This is an optimization exercise on Yosys and OpenROAD, whose aim is small area, not a production implementation.
At most, simulation tests tie the RTL to the original design; equivalence was not proved.
No driver is modelled on the clock port, so clocking that relies on it looks cheaper here than on a real chip.

==> build 71: inputs <==
==> flow/design.v (excerpt) <==
module colour_change #
(
    parameter DATA_WIDTH = 24
)
(
    input  wire                  clk,
    input  wire                  n_rst,
    input  wire [DATA_WIDTH-1:0] i_vid_data,
    input  wire                  i_vid_hsync,
    input  wire                  i_vid_vsync,
    input  wire                  i_vid_VDE,
    output reg  [DATA_WIDTH-1:0] o_vid_data,
    output reg                   o_vid_hsync,
    output reg                   o_vid_vsync,
    output reg                   o_vid_VDE,
    input  wire [3:0]            btn,
    input  wire [3:0]            sw,
    output wire [3:0]            led
);
    assign led = 4'd0;
    wire m1 = (sw == 4'd1);
    wire m2 = (sw == 4'd2);
    wire m3 = (sw == 4'd3);
    reg [23:0] d1, d2, d3;
    reg sk3;
    reg hs, vs, de;
    wire skin;
    skin_detection u_skin(.px(d2), .skin(skin));
    wire [7:0] grey;
    position u_grey(.px(d1), .grey(grey));
    reg  [10:0] h;
    wire [11:0] hc;
    wire [10:0] hinc;
    assign hc[0] = i_vid_VDE;
    genvar i;
    generate for (i = 0; i < 11; i = i + 1) begin : g_inc
        ha u_ha(.a(h[i]), .b(hc[i]), .s(hinc[i]), .co(hc[i+1]));
    end endgenerate
    wire wrap = hc[7] & h[8] & h[9] & h[10];    
    wire hkeep = n_rst & ~wrap;
    always @(posedge clk)
        h <= hinc & {11{hkeep}};
    wire band = (h > 11'd200) && (h < 11'd800);
    always @(posedge clk) begin
        d1 <= m2 ? ~i_vid_data : i_vid_data;
        d2 <= d1;
        d3 <= d2;
        sk3 <= skin;
        hs <= i_vid_hsync;
        vs <= i_vid_vsync;
        de <= i_vid_VDE;
    end
    always @* begin
        o_vid_hsync = hs;
        o_vid_vsync = vs;
        o_vid_VDE   = de;
        case (sw)
  ...
clock: 20.0 ns
lec_check: 0
cap_margin: 20
core_margin: 2
core_utilization: 40
cts_buf_list: sky130_fd_sc_hd__clkbuf_8
cts_cluster_diameter: 100
cts_cluster_size: 50
slew_margin: 20
synth_hierarchical: 1
run.sh (not shown) runs the stock make flow with config.mk's settings and CLKGATE_MAP_FILE= SYNTH_SCRIPT=/design/flow/synth_recipe.tcl, a recipe that flattens the netlist after the stock synthesis.
==> build 25: changes against build 71 <==
CTS_BUF_LIST = unset   (was sky130_fd_sc_hd__clkbuf_8)
CTS_CLUSTER_DIAMETER = unset   (was 100)
CTS_CLUSTER_SIZE = unset   (was 50)
==> reports/metrics.cfg <==
[cells_and_area]
design_area_um2 = 8300
area_growth_pct = 13.3
nonClkBufAreaFrac_pct = 7.47

[run_status]
outcome = finished clean

[timing]
clock.fmax_mhz = 53.9

[critical_path]
crit_path_max_incr_delay_ps = 620

[routing]
wl_met2_um = 8610
route.met3.wl_um = 727

[clock_network]
cts_root_buf = clkbuf_8

The numbers above come from build 71.

==> reports/metrics.cfg <==
[run_status]
outcome = finished clean

[clock_network]
cts_setup_buffers = 0

[cells_and_area]
nonClkBufAreaFrac_pct = 7.38
design_area_um2 = 8410
final_cells = 894
final_cell_mix = 141 x fa_1, 87 x dfxtp_1, 59 x clkdlybuf4s50_1
area_growth_pct = 14.7

[routing]
wl_met2_um = 8660
route.met3.wl_um = 683

[synthesis]
synth_area_um2 = 7330
synthSimpleGateAreaFrac_pct = 7.53

[timing]
clock.fmax_mhz = 53.9

[critical_path]
crit_path_max_incr_delay_ps = 600

[global_route]
grt_use_met3_pct = 2.34

The numbers above come from build 25.


==> trial 86 <==
Another version of the RTL of colour_change (not shown whole).
==> flow/design.v (excerpt) <==
module colour_change #
(
    parameter DATA_WIDTH = 24
)
(
    input  wire                  clk,
    input  wire                  n_rst,
    input  wire [DATA_WIDTH-1:0] i_vid_data,
    input  wire                  i_vid_hsync,
    input  wire                  i_vid_vsync,
    input  wire                  i_vid_VDE,
    output wire [DATA_WIDTH-1:0] o_vid_data,
    output wire                  o_vid_hsync,
    output wire                  o_vid_vsync,
    output wire                  o_vid_VDE,
    input  wire [3:0]            btn,
    input  wire [3:0]            sw,
    output wire [3:0]            led
);
    assign led = 4'd0;
    wire m1 = (sw == 4'd1);
    wire m2 = (sw == 4'd2);
    wire m3 = (sw == 4'd3);
    wire fx = m1 | m2 | m3;           
    reg [23:0] d1, d2, d3;
    reg sk3;
    reg hs, vs, de;
    wire skin;
    skin_detection u_skin(.px(d2), .skin(skin));
    wire [7:0] grey;
    position u_grey(.px(d1), .grey(grey));
    reg  [10:0] h;
    wire [11:0] hc;
    wire [10:0] hinc;
    assign hc[0] = i_vid_VDE;
    genvar i;
    generate for (i = 0; i < 11; i = i + 1) begin : g_inc
        ha u_ha(.a(h[i]), .b(hc[i]), .s(hinc[i]), .co(hc[i+1]));
    end endgenerate
  ...
==> module position, before the edit <==
module position(input [23:0] px, output [7:0] grey);
    wire [2:0] t_r3;
    grey_r3 u_r3(.x(px[23:16]), .q(t_r3));
    wire [4:0] t_bh;
    grey_bh u_bh(.x(px[15:12]), .q(t_bh));
    wire [0:0] t_bl;
    grey_bl u_bl(.x(px[11:8]), .q(t_bl));
    wire [0:0] t_bc;
    grey_bc u_bc(.x(px[15:8]), .q(t_bc));
    wire gr0 = (px[6] & px[7]) | (px[6] & px[2]) | (px[7] & px[2]);
    wire gr1, gr2;
    fa gr1_i(px[2], px[0], px[3], gr1, gr2);
    wire gr3 = gr0 & gr1;
    wire gr4, gr5;
    fa gr4_i(px[1], px[4], gr2, gr4, gr5);
    wire gr6 = ~gr3;
    wire gr7 = (gr1 & gr6) | (gr1 & gr4) | (gr6 & gr4);
    wire gr8, gr9;
    fa gr8_i(px[2], px[5], gr5, gr8, gr9);
    wire gr10 = ~px[0];
    wire gr11 = (gr10 & gr7) | (gr10 & gr8) | (gr7 & gr8);
    wire gr12, gr13;
    fa gr12_i(px[3], px[6], gr9, gr12, gr13);
    wire gr14 = ~px[1];
    wire gr15 = (gr14 & gr11) | (gr14 & gr12) | (gr11 & gr12);
    wire gr16, gr17;
    fa gr16_i(px[4], px[7], gr13, gr16, gr17);
    wire gr18 = ~gr15;
    wire gr19, gr20;
    fa gr19_i(px[0], px[2], gr18, gr19, gr20);
    wire gr21 = gr19 & ~gr16;
    wire gr22, gr23;
    fa gr22_i(px[1], px[3], t_r3[0], gr22, gr23);
    wire gr24, gr25;
    fa gr24_i(t_bh[0], t_bl[0], t_bc[0], gr24, gr25);
    wire gr26, gr27;
    fa gr26_i(gr22, gr24, gr20, gr26, gr27);
    wire gr28, gr29;
    ha gr28_i(px[5], gr17, gr28, gr29);
    wire gr30 = ~gr28;
    wire gr31, gr32;
    fa gr31_i(gr30, gr21, gr26, gr31, gr32);
    wire gr33, gr34;
    fa gr33_i(px[2], px[4], t_r3[1], gr33, gr34);
    wire gr35, gr36;
    fa gr35_i(t_bh[1], gr23, gr25, gr35, gr36);
    wire gr37, gr38;
    fa gr37_i(gr33, gr35, gr27, gr37, gr38);
    wire gr39, gr40;
    ha gr39_i(px[6], gr29, gr39, gr40);
    wire gr41 = ~gr39;
    wire gr42, gr43;
    fa gr42_i(gr41, gr32, gr37, gr42, gr43);
    wire gr44, gr45;
    fa gr44_i(px[3], px[5], t_r3[2], gr44, gr45);
    wire gr46, gr47;
    fa gr46_i(t_bh[2], gr34, gr44, gr46, gr47);
    wire gr48, gr49;
    fa gr48_i(gr36, gr46, gr38, gr48, gr49);
    wire gr50, gr51;
    ha gr50_i(px[7], gr40, gr50, gr51);
    wire gr52 = ~gr50;
    wire gr53, gr54;
    fa gr53_i(gr52, gr43, gr48, gr53, gr54);
    wire gr55, gr56;
    fa gr55_i(px[4], px[6], t_bh[3], gr55, gr56);
    wire gr57, gr58;
    fa gr57_i(gr45, gr55, gr47, gr57, gr58);
    wire gr59, gr60;
    fa gr59_i(gr57, gr49, gr54, gr59, gr60);
    wire gr61 = ~(gr59 ^ gr51);
    wire gr62 = gr59 & ~gr51;
    wire gr63, gr64;
    fa gr63_i(px[5], px[7], t_bh[4], gr63, gr64);
    wire gr65, gr66;
    fa gr65_i(gr56, gr63, gr58, gr65, gr66);
    wire gr67, gr68;
    fa gr67_i(gr65, gr60, gr62, gr67, gr68);
    wire gr69, gr70;
    fa gr69_i(px[6], gr64, gr66, gr69, gr70);
    wire gr71, gr72;
    fa gr71_i(gr69, gr68, gr67, gr71, gr72);
    wire gr73, gr74;
    fa gr73_i(px[7], gr70, gr72, gr73, gr74);
    wire gr75 = ~(gr73 ^ gr71);
    wire gr76 = gr73 & ~gr71;
    wire gr77 = gr71 ^ gr74 ^ gr76;
    assign grey = {~gr77, gr75, ~gr71, ~gr67, gr61, gr53, gr42, gr31};
endmodule
clock: 20.0 ns
lec_check: 0
cap_margin: 20
core_margin: 2
core_utilization: 40
cts_buf_list: sky130_fd_sc_hd__clkbuf_8
cts_cluster_diameter: 100
cts_cluster_size: 50
place_density: 0.85
slew_margin: 20
synth_hierarchical: 1
standard.sh (not shown) runs the stock make flow with config.mk's settings and CLKGATE_MAP_FILE= SYNTH_SCRIPT=/design/flow/synth_recipe.tcl, a recipe that flattens the netlist after the stock synthesis.
==> flow/flow/run.sh <==
#!/bin/bash
# Layout flow: the standard ORFS flow (standard.sh) with
#  1. port buffers of the smallest buffer cell (buffer_ports -buffer_cell buf_1);
#  2. clock tree synthesis without dummy load cells, then smaller clock
#     buffers where the clock slew allows (flow/post_cts.tcl);
#  3. after the standard synthesis, the combinational cells other than the
#     full-adder cells are re-mapped by ABC for area (registers, full adders
#     and tie cells are kept as they are, so every register keeps its name
#     and cell).
#  4. the tie cell driving the constant led outputs is not duplicated per pin.
# Each tool's output goes to a log file of its own in this folder.
set -euo pipefail
export BUFFER_PORTS_ARGS="-buffer_cell sky130_fd_sc_hd__buf_1"
export SKIP_REPAIR_TIE_FANOUT=1
export POST_CTS_TCL="$PWD/flow/post_cts.tcl"
export CTS_ARGS="-sink_clustering_enable -repair_clock_nets -dont_use_dummy_load -buf_list sky130_fd_sc_hd__clkbuf_8 -sink_clustering_size 50 -sink_clustering_max_diameter 100"

bash standard.sh synth > synth.log 2>&1

RES=orfs/results/$FLOW_PLATFORM/colour_change/base
LOGD=orfs/logs/$FLOW_PLATFORM/colour_change/base
LIB=$FLOW_HOME/platforms/$FLOW_PLATFORM/lib/sky130_fd_sc_hd__tt_025C_1v80.lib
YOSYS=$FLOW_HOME/../tools/install/yosys/bin/yosys
[ -x "$YOSYS" ] || YOSYS=yosys

cp $RES/1_2_yosys.v synth_netlist.v
KEEP='sky130_fd_sc_hd__(fa_1|dfxtp_1|conb_1)$'
CELLS=$(grep -o 'sky130_fd_sc_hd__[a-z0-9_]*' synth_netlist.v | sort -u | grep -Ev "$KEEP" || true)
python3 flow/cellfuncs.py $LIB cellfuncs.v $CELLS > cellfuncs.log 2>&1
DONT_USE=$(grep -m1 '^abc -script' $LOGD/1_2_yosys.log | grep -o '\-dont_use [^ ]*' | tr '\n' ' ')
# try a few ABC area scripts and keep the smallest result
best=""; besta=0
for n in 1 2 3; do
cat > resynth$n.ys <<EOT
read_liberty -lib $LIB
read_verilog -overwrite cellfuncs.v
read_verilog synth_netlist.v
hierarchy -top $FLOW_TOP
flatten
techmap
opt -fast
hierarchy -top $FLOW_TOP
abc -liberty $LIB $DONT_USE -script flow/resynth$n.abc
setundef -zero
splitnets
opt_clean -purge
hilomap -singleton -hicell sky130_fd_sc_hd__conb_1 HI -locell sky130_fd_sc_hd__conb_1 LO
opt_clean -purge
write_verilog -noattr -noexpr -nohex -nodec resynth_netlist$n.v
EOT
if $YOSYS -s resynth$n.ys > resynth$n.log 2>&1; then
  a=$(python3 flow/cellarea.py $LIB resynth_netlist$n.v)
  echo "script $n: area $a" >> resynth_choice.log
  if [ -z "$best" ] || python3 -c "import sys; sys.exit(0 if $a < $besta else 1)"; then
    best=$n; besta=$a
  fi
fi
done
echo "chosen: $best" >> resynth_choice.log
cp resynth_netlist$best.v $RES/1_2_yosys.v
rm -f $RES/1_synth.odb

bash standard.sh > standard.log 2>&1
==> flow/flow/post_cts.tcl <==
set small sky130_fd_sc_hd__clkbuf_4
set limit 0.106
set block [ord::get_db_block]
if {![get_property [lindex [all_clocks] 0] is_propagated]} { set_propagated_clock [all_clocks] }
proc leaf_max_slew { net } {
  set worst 0
  foreach it [$net getITerms] {
    if {[[$it getMTerm] getName] != "CLK"} { continue }
    set pin [get_pins [[$it getInst] getName]/CLK]
    set s [get_property $pin slew_max]
    if {$s > $worst} { set worst $s }
  }
  return $worst
}
foreach inst [$block getInsts] {
  set m [[$inst getMaster] getName]
  if {![string match "sky130_fd_sc_hd__clkbuf_*" $m]} { continue }
  set onet [[$inst findITerm X] getNet]
  if {![string match "*leaf*" [$onet getName]]} { continue }
  set iname [$inst getName]
  replace_cell $iname $small
  estimate_parasitics -placement
  set s [leaf_max_slew $onet]
  if {$s > $limit} {
    replace_cell $iname $m
    estimate_parasitics -placement
    puts "post_cts: $iname kept as $m (slew [format %.3f $s] with $small)"
  } else {
    puts "post_cts: $iname -> $small (slew [format %.3f $s])"
  }
}

# the root buffer only drives the leaf buffers
foreach inst [$block getInsts] {
  set m [[$inst getMaster] getName]
  if {![string match "sky130_fd_sc_hd__clkbuf_*" $m]} { continue }
  set inet [[$inst findITerm A] getNet]
  if {[llength [$inet getBTerms]] == 0} { continue }
  set iname [$inst getName]
  replace_cell $iname $small
  estimate_parasitics -placement
  set worst 0
  foreach inst2 [$block getInsts] {
    if {![string match "sky130_fd_sc_hd__clkbuf_*" [[$inst2 getMaster] getName]] || $inst2 == $inst} { continue }
    set on [[$inst2 findITerm X] getNet]
    set s [leaf_max_slew $on]
    if {$s > $worst} { set worst $s }
  }
  if {$worst > $limit} {
    replace_cell $iname $m
    estimate_parasitics -placement
    puts "post_cts: root $iname kept as $m"
  } else {
    puts "post_cts: root $iname -> $small (worst sink slew [format %.3f $worst])"
  }
}
Other scripts of this flow, unchanged in this note and not shown: flow/flow/cellarea.py, flow/flow/cellfuncs.py, flow/flow/resynth1.abc, flow/flow/resynth2.abc, flow/flow/resynth3.abc
==> trial 85 (differences from trial 86) <==
--- a/flow/design.v
+++ b/flow/design.v
@@ -282,42 +282,42 @@
     wire [4:0] t_bh;
     grey_bh u_bh(.x(px[15:12]), .q(t_bh));
     wire [0:0] t_bl;
     grey_bl u_bl(.x(px[11:8]), .q(t_bl));
     wire [0:0] t_bc;
     grey_bc u_bc(.x(px[15:8]), .q(t_bc));
-    wire gr0 = (px[6] & px[7]) | (px[6] & px[2]) | (px[7] & px[2]);
-    wire gr1, gr2;
-    fa gr1_i(px[2], px[0], px[3], gr1, gr2);
-    wire gr3 = gr0 & gr1;
-    wire gr4, gr5;
-    fa gr4_i(px[1], px[4], gr2, gr4, gr5);
-    wire gr6 = ~gr3;
-    wire gr7 = (gr1 & gr6) | (gr1 & gr4) | (gr6 & gr4);
-    wire gr8, gr9;
-    fa gr8_i(px[2], px[5], gr5, gr8, gr9);
-    wire gr10 = ~px[0];
-    wire gr11 = (gr10 & gr7) | (gr10 & gr8) | (gr7 & gr8);
-    wire gr12, gr13;
-    fa gr12_i(px[3], px[6], gr9, gr12, gr13);
-    wire gr14 = ~px[1];
-    wire gr15 = (gr14 & gr11) | (gr14 & gr12) | (gr11 & gr12);
-    wire gr16, gr17;
-    fa gr16_i(px[4], px[7], gr13, gr16, gr17);
-    wire gr18 = ~gr15;
+    wire gr0 = ~px[7];
+    wire gr1 = (px[2] & px[6]) | (px[2] & gr0) | (px[6] & gr0);
+    wire gr2, gr3;
+    fa gr2_i(px[0], px[3], gr1, gr2, gr3);
+    wire gr4 = ~(px[6] | gr2);
+    wire gr5, gr6;
+    fa gr5_i(px[1], px[4], gr3, gr5, gr6);
+    wire gr7 = ~gr5;
+    wire gr8 = (px[6] & gr4) | (px[6] & gr7) | (gr4 & gr7);
+    wire gr9, gr10;
+    fa gr9_i(px[2], px[5], gr6, gr9, gr10);
+    wire gr11 = ~gr9;
+    wire gr12 = (px[0] & gr8) | (px[0] & gr11) | (gr8 & gr11);
+    wire gr13, gr14;
+    fa gr13_i(px[3], px[6], gr10, gr13, gr14);
+    wire gr15 = ~gr13;
+    wire gr16 = (px[1] & gr12) | (px[1] & gr15) | (gr12 & gr15);
+    wire gr17, gr18;
+    fa gr17_i(px[4], px[7], gr14, gr17, gr18);
     wire gr19, gr20;
-    fa gr19_i(px[0], px[2], gr18, gr19, gr20);
-    wire gr21 = gr19 & ~gr16;
+    fa gr19_i(px[0], px[2], gr16, gr19, gr20);
+    wire gr21 = gr19 & ~gr17;
     wire gr22, gr23;
     fa gr22_i(px[1], px[3], t_r3[0], gr22, gr23);
     wire gr24, gr25;
     fa gr24_i(t_bh[0], t_bl[0], t_bc[0], gr24, gr25);
     wire gr26, gr27;
     fa gr26_i(gr22, gr24, gr20, gr26, gr27);
     wire gr28, gr29;
-    ha gr28_i(px[5], gr17, gr28, gr29);
+    ha gr28_i(px[5], gr18, gr28, gr29);
     wire gr30 = ~gr28;
     wire gr31, gr32;
     fa gr31_i(gr30, gr21, gr26, gr31, gr32);
     wire gr33, gr34;
     fa gr33_i(px[2], px[4], t_r3[1], gr33, gr34);
     wire gr35, gr36;
@@ -947,16 +947,15 @@
     assign led = 4'd0;
     wire m1 = (sw == 4'd1);
     wire m2 = (sw == 4'd2);
     wire m3 = (sw == 4'd3);
     wire fx = m1 | m2 | m3;           
     reg [23:0] d1, d2, d3;
-    reg sk3;
     reg hs, vs, de;
     wire skin;
-    skin_detection u_skin(.px(d2), .skin(skin));
+    skin_detection u_skin(.px(d3), .skin(skin));
     wire [7:0] grey;
     position u_grey(.px(d1), .grey(grey));
     reg  [10:0] h;
     wire [11:0] hc;
     wire [10:0] hinc;
     assign hc[0] = i_vid_VDE;
@@ -970,19 +969,18 @@
         h <= hinc & {11{hkeep}};
     wire band = (h > 11'd200) && (h < 11'd800);
     always @(posedge clk) begin
         d1 <= i_vid_data;
         d2 <= d1;
         d3 <= d2;
-        sk3 <= skin;
         hs <= i_vid_hsync;
         vs <= i_vid_vsync;
         de <= i_vid_VDE;
     end
-    wire s_d3  = m1 & sk3;                  
-    wire s_ff  = m1 & ~sk3;                 
+    wire s_d3  = m1 & skin;                  
+    wire s_ff  = m1 & ~skin;                 
     wire s_d1  = m3 & ~band;                
     wire s_nd1 = m2;                        
     wire s_gr  = m3 & band;                 
     wire s_in  = ~fx;                       
     wire [7:0] gx_n  = ~({8{s_gr}} & grey);            
     wire [7:0] gxf_n = ~(({8{s_gr}} & grey) | {8{s_ff}});  
--- a/flow/flow/run.sh
+++ b/flow/flow/run.sh
@@ -22,42 +22,56 @@
 LIB=$FLOW_HOME/platforms/$FLOW_PLATFORM/lib/sky130_fd_sc_hd__tt_025C_1v80.lib
 YOSYS=$FLOW_HOME/../tools/install/yosys/bin/yosys
 [ -x "$YOSYS" ] || YOSYS=yosys
 
 cp $RES/1_2_yosys.v synth_netlist.v
 KEEP='sky130_fd_sc_hd__(fa_1|dfxtp_1|conb_1)$'
-CELLS=$(grep -o 'sky130_fd_sc_hd__[a-z0-9_]*' synth_netlist.v | sort -u | grep -Ev "$KEEP" || true)
-python3 flow/cellfuncs.py $LIB cellfuncs.v $CELLS > cellfuncs.log 2>&1
 DONT_USE=$(grep -m1 '^abc -script' $LOGD/1_2_yosys.log | grep -o '\-dont_use [^ ]*' | tr '\n' ' ')
-# try a few ABC area scripts and keep the smallest result
-best=""; besta=0
-for n in 1 2 3; do
-cat > resynth$n.ys <<EOT
+
+# resynth IN OUT SCRIPT TAG: flatten the cells of IN (other than KEEP) to
+# logic and map that logic again with ABC script SCRIPT
+resynth() {
+  local in=$1 out=$2 scr=$3 tag=$4
+  local cells
+  cells=$(grep -o 'sky130_fd_sc_hd__[a-z0-9_]*' $in | sort -u | grep -Ev "$KEEP" || true)
+  python3 flow/cellfuncs.py $LIB cellfuncs_$tag.v $cells > cellfuncs_$tag.log 2>&1
+  cat > resynth_$tag.ys <<EOT
 read_liberty -lib $LIB
-read_verilog -overwrite cellfuncs.v
-read_verilog synth_netlist.v
+read_verilog -overwrite cellfuncs_$tag.v
+read_verilog $in
 hierarchy -top $FLOW_TOP
 flatten
 techmap
 opt -fast
 hierarchy -top $FLOW_TOP
-abc -liberty $LIB $DONT_USE -script flow/resynth$n.abc
+abc -liberty $LIB $DONT_USE -script $scr
 setundef -zero
 splitnets
 opt_clean -purge
 hilomap -singleton -hicell sky130_fd_sc_hd__conb_1 HI -locell sky130_fd_sc_hd__conb_1 LO
 opt_clean -purge
-write_verilog -noattr -noexpr -nohex -nodec resynth_netlist$n.v
+write_verilog -noattr -noexpr -nohex -nodec $out
 EOT
-if $YOSYS -s resynth$n.ys > resynth$n.log 2>&1; then
-  a=$(python3 flow/cellarea.py $LIB resynth_netlist$n.v)
-  echo "script $n: area $a" >> resynth_choice.log
-  if [ -z "$best" ] || python3 -c "import sys; sys.exit(0 if $a < $besta else 1)"; then
-    best=$n; besta=$a
-  fi
-fi
+  $YOSYS -s resynth_$tag.ys > resynth_$tag.log 2>&1
+}
+
+best=synth_netlist.v
+besta=$(python3 flow/cellarea.py $LIB synth_netlist.v)
+echo "standard synthesis: area $besta" > resynth_choice.log
+for pass in 1 2; do
+  src=$best
+  for n in 1 2 3 4; do
+    tag=p${pass}_s$n
+    if resynth $src resynth_$tag.v flow/resynth$n.abc $tag; then
+      a=$(python3 flow/cellarea.py $LIB resynth_$tag.v)
+      echo "pass $pass script $n: area $a" >> resynth_choice.log
+      if python3 -c "import sys; sys.exit(0 if $a < $besta else 1)"; then
+        best=resynth_$tag.v; besta=$a
+      fi
+    fi
+  done
 done
-echo "chosen: $best" >> resynth_choice.log
-cp resynth_netlist$best.v $RES/1_2_yosys.v
+echo "chosen: $best ($besta)" >> resynth_choice.log
+cp $best $RES/1_2_yosys.v
 rm -f $RES/1_synth.odb
 
 bash standard.sh > standard.log 2>&1
==> flow/flow/resynth4.abc (new file) <==
strash
dch -f
map -a
strash
dch -f
map -a
strash
dch -f
map -a
strash
dch -f
amap
strash
dch -f
amap
topo
PLACE_DENSITY = default   (was 0.85)
==> trial 64 (differences from trial 86) <==
--- a/flow/design.v
+++ b/flow/design.v
@@ -282,42 +282,42 @@
     wire [4:0] t_bh;
     grey_bh u_bh(.x(px[15:12]), .q(t_bh));
     wire [0:0] t_bl;
     grey_bl u_bl(.x(px[11:8]), .q(t_bl));
     wire [0:0] t_bc;
     grey_bc u_bc(.x(px[15:8]), .q(t_bc));
-    wire gr0 = (px[6] & px[7]) | (px[6] & px[2]) | (px[7] & px[2]);
-    wire gr1, gr2;
-    fa gr1_i(px[2], px[0], px[3], gr1, gr2);
-    wire gr3 = gr0 & gr1;
-    wire gr4, gr5;
-    fa gr4_i(px[1], px[4], gr2, gr4, gr5);
-    wire gr6 = ~gr3;
-    wire gr7 = (gr1 & gr6) | (gr1 & gr4) | (gr6 & gr4);
-    wire gr8, gr9;
-    fa gr8_i(px[2], px[5], gr5, gr8, gr9);
-    wire gr10 = ~px[0];
-    wire gr11 = (gr10 & gr7) | (gr10 & gr8) | (gr7 & gr8);
-    wire gr12, gr13;
-    fa gr12_i(px[3], px[6], gr9, gr12, gr13);
-    wire gr14 = ~px[1];
-    wire gr15 = (gr14 & gr11) | (gr14 & gr12) | (gr11 & gr12);
-    wire gr16, gr17;
-    fa gr16_i(px[4], px[7], gr13, gr16, gr17);
-    wire gr18 = ~gr15;
+    wire gr0 = ~px[7];
+    wire gr1 = (px[2] & px[6]) | (px[2] & gr0) | (px[6] & gr0);
+    wire gr2, gr3;
+    fa gr2_i(px[0], px[3], gr1, gr2, gr3);
+    wire gr4 = ~(px[6] | gr2);
+    wire gr5, gr6;
+    fa gr5_i(px[1], px[4], gr3, gr5, gr6);
+    wire gr7 = ~gr5;
+    wire gr8 = (px[6] & gr4) | (px[6] & gr7) | (gr4 & gr7);
+    wire gr9, gr10;
+    fa gr9_i(px[2], px[5], gr6, gr9, gr10);
+    wire gr11 = ~gr9;
+    wire gr12 = (px[0] & gr8) | (px[0] & gr11) | (gr8 & gr11);
+    wire gr13, gr14;
+    fa gr13_i(px[3], px[6], gr10, gr13, gr14);
+    wire gr15 = ~gr13;
+    wire gr16 = (px[1] & gr12) | (px[1] & gr15) | (gr12 & gr15);
+    wire gr17, gr18;
+    fa gr17_i(px[4], px[7], gr14, gr17, gr18);
     wire gr19, gr20;
-    fa gr19_i(px[0], px[2], gr18, gr19, gr20);
-    wire gr21 = gr19 & ~gr16;
+    fa gr19_i(px[0], px[2], gr16, gr19, gr20);
+    wire gr21 = gr19 & ~gr17;
     wire gr22, gr23;
     fa gr22_i(px[1], px[3], t_r3[0], gr22, gr23);
     wire gr24, gr25;
     fa gr24_i(t_bh[0], t_bl[0], t_bc[0], gr24, gr25);
     wire gr26, gr27;
     fa gr26_i(gr22, gr24, gr20, gr26, gr27);
     wire gr28, gr29;
-    ha gr28_i(px[5], gr17, gr28, gr29);
+    ha gr28_i(px[5], gr18, gr28, gr29);
     wire gr30 = ~gr28;
     wire gr31, gr32;
     fa gr31_i(gr30, gr21, gr26, gr31, gr32);
     wire gr33, gr34;
     fa gr33_i(px[2], px[4], t_r3[1], gr33, gr34);
     wire gr35, gr36;
--- a/flow/flow/run.sh
+++ b/flow/flow/run.sh
@@ -4,17 +4,15 @@
 #  2. clock tree synthesis without dummy load cells, then smaller clock
 #     buffers where the clock slew allows (flow/post_cts.tcl);
 #  3. after the standard synthesis, the combinational cells other than the
 #     full-adder cells are re-mapped by ABC for area (registers, full adders
 #     and tie cells are kept as they are, so every register keeps its name
 #     and cell).
-#  4. the tie cell driving the constant led outputs is not duplicated per pin.
 # Each tool's output goes to a log file of its own in this folder.
 set -euo pipefail
 export BUFFER_PORTS_ARGS="-buffer_cell sky130_fd_sc_hd__buf_1"
-export SKIP_REPAIR_TIE_FANOUT=1
 export POST_CTS_TCL="$PWD/flow/post_cts.tcl"
 export CTS_ARGS="-sink_clustering_enable -repair_clock_nets -dont_use_dummy_load -buf_list sky130_fd_sc_hd__clkbuf_8 -sink_clustering_size 50 -sink_clustering_max_diameter 100"
 
 bash standard.sh synth > synth.log 2>&1
 
 RES=orfs/results/$FLOW_PLATFORM/colour_change/base
--- a/flow/flow/post_cts.tcl
+++ b/flow/flow/post_cts.tcl
@@ -1,8 +1,8 @@
 set small sky130_fd_sc_hd__clkbuf_4
-set limit 0.106
+set limit 0.112
 set block [ord::get_db_block]
 if {![get_property [lindex [all_clocks] 0] is_propagated]} { set_propagated_clock [all_clocks] }
 proc leaf_max_slew { net } {
   set worst 0
   foreach it [$net getITerms] {
     if {[[$it getMTerm] getName] != "CLK"} { continue }
==> comparison table <==
| quantity | trial 64 | trial 86 | trial 85 |
|---|---|---|---|
| Result of the run | finished clean | finished clean | finished clean |
| Share of cells above drive strength 1 | 2.212% | 2.208% | 1.908% |
| Overall die width | 125.1 um | 125.2 um | 124.9 um |
| Overall global routing resource usage | 19.37% | 19.59% | 19.68% |
| Non-clk bufs | 62 | 62 | 60 |
| Crit-path max FO | 9 | 9 | 20 |
| Core occupancy in the finished layout | 44.71% | 44.82% | 44.47% |
| Global routing met2 resource utilization | 31.20% | 31.43% | 34.23% |
| Register-to-Register Setup Slack | 9.48 ns | 8.93 ns | 17.57 ns |
| Area Overhead vs Synth | 9.917% | 10.03% | 9.647% |
| Combined flip-flop and latch cell area | 1742 um^2 | 1742 um^2 | 1722 um^2 |
| Vias in the first global route | 4669 | 4646 | 4608 |
| Tmin final | 12.75 ns | 12.45 ns | 16.62 ns |
| Via-to-Cell Ratio | 5.546 | 5.566 | 5.515 |
| Number of clock sinks | 87 | 87 | 86 |
| Initial DRC Count | 367 | 351 | 338 |
| Count of filler cells inserted in the layout | 1359 | 1414 | 1427 |
| Initial core utilization | 40.67% | 40.74% | 40.55% |
| Average routed wire per standard cell | 17.77 um | 17.92 um | 17.95 um |
| Placer Congestion | 0.9163 | 0.9039 | 0.9130 |
Function not checked in trial 85: the RTL went through the layout flow alone.

-- port drivers added, routing unchanged --
The flow's constraints put no driver on any port. The routed layouts listed below were extracted and timed again, unchanged, in two steps.
Step 1: set_driving_cell puts a clkbuf_16 on clk and a buf_2 on each other input, an assumption about the parent block.
Step 2 adds t to the input delays and takes it off the output delays; t is the mean of the earliest and latest rising clock arrival at the registers after step 1. Input paths then give back, and output paths get back, about the clock's delay inside the block.
Slacks: ideal ports / drivers / drivers and shift; pairs: ideal ports / drivers.
run	t (ns)	setup WS [ns]	hold slack, ns	clock arrival spread, ns	pins driven straight from the clock port
build 71	0.394	1.434 / 1.396 / 1.790	0.420 / 0.420 / 0.420	0.012 / 0.013	1
build 25	0.375	1.460 / 1.422 / 1.797	0.421 / 0.421 / 0.421	0.008 / 0.008	1
trial 86	0.484	7.545 / 7.511 / 7.995	0.359 / 0.359 / 0.359	0.032 / 0.032	1
trial 85	0.449	3.378 / 3.348 / 3.797	0.299 / 0.299 / 0.299	0.030 / 0.030	1
trial 64	0.451	7.251 / 7.224 / 7.675	0.383 / 0.383 / 0.383	0.041 / 0.041	1
After both steps every run listed still meets setup and hold.
